What follows belongs to an exercise in optimizing a design on an open flow for small area and a short achievable clock period; a production flow would make more cautious choices.
In this exercise RTL edits were held to simulation tests only and were not proved equivalent to the original.
No activity file was given, so power comes from the tool's default toggle rates.

## harbor
## t5_rv32i
module t5_rv32i ( 
   mpc, iwb_wre, iwb_stb, iwb_sel, iwb_adr, dwb_wre, dwb_stb, dwb_sel,
   dwb_dto, dwb_adr,
   sys_rst, sys_ena, sys_clk, sexe, iwb_dat, dwb_dti, dwb_ack
   );
Size: about 15000 cells after synthesis, about 4800 flip-flops, about 0.16 mm² of cells after synthesis.
==> flow/config.mk <==
export PLATFORM = sky130hd
export DESIGN_NAME = t5_rv32i
export DESIGN_NICKNAME = t5_rv32i
export VERILOG_FILES = /design/flow/design.v
export SDC_FILE = /design/flow/constraint.sdc
export NUM_CORES = 4
export LEC_CHECK = 0
export CAP_MARGIN = 20
export CELL_PAD_IN_SITES_DETAIL_PLACEMENT = 1
export CORE_MARGIN = 2
export CORE_UTILIZATION = 30
export CTS_BUF_LIST = sky130_fd_sc_hd__clkbuf_8
export CTS_CLUSTER_DIAMETER = 100
export CTS_CLUSTER_SIZE = 12
export GPL_ROUTABILITY_DRIVEN = 1
export PLACE_DENSITY = 0.38
export SLEW_MARGIN = 20
==> flow/constraint.sdc <==
create_clock -name core_clock -period 10.0 [get_ports {sys_clk}]
set_input_delay 2.0000 -clock core_clock [delete_from_list [all_inputs] [get_ports {sys_clk}]]
set_output_delay 2.0000 -clock core_clock [all_outputs]
set_load 0.01 [all_outputs]
standard.sh (not shown) runs the stock make flow with config.mk's settings and CLKGATE_MAP_FILE= SYNTH_SCRIPT=/design/flow/synth_recipe.tcl, a recipe that flattens the netlist after the stock synthesis.
==> flow/flow/run.sh <==
#!/bin/bash
# The standard layout (standard.sh: the standard flow's synthesis, floorplan, placement,
# CTS and routing), with two changes:
#  - the port buffers that global placement inserts are buf_4 cells, which
#    repair can resize, instead of the delay cell buffer_ports picks itself;
#  - timing repair aims for a setup slack of SETUP_MARGIN ns at the 10 ns clock.
set -euo pipefail
SETUP_MARGIN=5.5
export BUFFER_PORTS_ARGS="-buffer_cell sky130_fd_sc_hd__buf_4"
bash standard.sh SETUP_SLACK_MARGIN=$SETUP_MARGIN finish > standard.log 2>&1
harbor finished all stages; the layout is clean.
Input changes introduced in tundra (baseline for comparison: harbor):
--- a/flow/config.mk
+++ b/flow/config.mk
@@ -14,4 +14,4 @@
 export CTS_CLUSTER_SIZE = 12
 export GPL_ROUTABILITY_DRIVEN = 1
-export PLACE_DENSITY = 0.38
+export PLACE_DENSITY = 0.55
 export SLEW_MARGIN = 20
Results
Per the comparison of tundra with harbor, total routed wirelength now sits lower; fmax climbed 0.91%.
Between tundra and harbor, headroom to the max-slew limit is lower for tundra, harbor comes in above that.
Comparing tundra against harbor, there is no change at all in area of the die.
tundra went all the way through synthesis, placement and routing and the layout is clean on timing, DRC and antenna.
Min critical path arrival across tundra and harbor: tundra
Total number of nets in the final design is lower on tundra

========
Starting RTL as in the previous note.
Settings: LEC_CHECK=0, CAP_MARGIN=20, CELL_PAD_IN_SITES_DETAIL_PLACEMENT=1, CORE_MARGIN=2, CORE_UTILIZATION=30, CTS_BUF_LIST=sky130_fd_sc_hd__clkbuf_8, CTS_CLUSTER_DIAMETER=100, CTS_CLUSTER_SIZE=12, GPL_ROUTABILITY_DRIVEN=1, PLACE_DENSITY=0.46, SLEW_MARGIN=20; clock period 10.0 ns.
Scripts as last shown in full above: flow/flow/run.sh
The first run completed without violations.
Next try:
--- a/flow/config.mk
+++ b/flow/config.mk
@@ -16,2 +16,2 @@
-export PLACE_DENSITY = 0.46
-export SLEW_MARGIN = 20
+export PLACE_DENSITY = 0.38
+export SLEW_MARGIN = 40
Sequential share of layout area is lower by 0.20 points.
Cell area is higher by 0.36%.
Sequential power hardly moves.

========
## the previous run
t5_rv32i again, from the RTL that the note above started with.
Settings: LEC_CHECK=0, CAP_MARGIN=20, CELL_PAD_IN_SITES_DETAIL_PLACEMENT=1, CORE_MARGIN=2, CORE_UTILIZATION=30, CTS_BUF_LIST=sky130_fd_sc_hd__clkbuf_8, CTS_CLUSTER_DIAMETER=100, CTS_CLUSTER_SIZE=12, GPL_ROUTABILITY_DRIVEN=1, PLACE_DENSITY=0.46, SLEW_MARGIN=40; clock period 10.0 ns.
Scripts as last shown in full above: flow/flow/run.sh
Every stage of the flow completed for the previous run, and the final layout passed the timing, DRC and antenna checks.
For the current run, these inputs were changed with respect to the previous run:
Settings: PLACE_DENSITY changed from 0.46 to 0.38; SLEW_MARGIN changed from 40 to 20; CTS_CLUSTER_SIZE removed (was 12); CTS_CLUSTER_DIAMETER removed (was 100).
## What came out
- Compared with the previous run, in the current run post-route cell area higher, worst hold margin decreased by 0.021 ns relative to the old numbers, internal power went up 5400 µW.

==> afterwards: timing with drivers on the ports <==
Ports are ideal in the flow. The routed layouts listed here were re-timed in OpenROAD.
Step 1, drivers: a clkbuf_16 drives sys_clk and a buf_2 each remaining input, both assumed.
Step 2 moves the port delays by t, midway between the first and last clock arrival at a register: inputs arrive t later, outputs are due t later. That takes back most of the time a late clock gives input paths.
Slacks: ideal / step 1 / step 2; pairs: ideal / step 1.
run | t, ns | setup WS [ns] | worst hold slack (ns) | worst setup path at the end | clock arrival spread, ns
harbor | 1.388 | 5.131 / 5.177 / 3.789 | 0.279 / 0.279 / 0.279 | input to register | 0.192 / 0.192
tundra | 1.348 | 5.176 / 5.107 / 3.759 | 0.228 / 0.228 / 0.228 | input to register | 0.181 / 0.180
the first run of note 2 | 1.361 | 5.186 / 5.133 / 3.773 | 0.282 / 0.282 / 0.282 | input to register | 0.149 / 0.149
the second run of note 2 | 1.397 | 4.997 / 5.096 / 3.699 | 0.302 / 0.302 / 0.302 | input to register | 0.155 / 0.155
the previous run | 1.361 | 5.201 / 5.147 / 3.786 | 0.291 / 0.291 / 0.291 | input to register | 0.134 / 0.134
the current run | 1.471 | 5.189 / 5.095 / 3.624 | 0.270 / 0.270 / 0.270 | input to register | 0.123 / 0.124
After both steps every run listed still meets setup and hold. For the current run, which loses most, drivers alone change the setup slack by -0.094 ns; drivers and shift together by -1.565 ns.
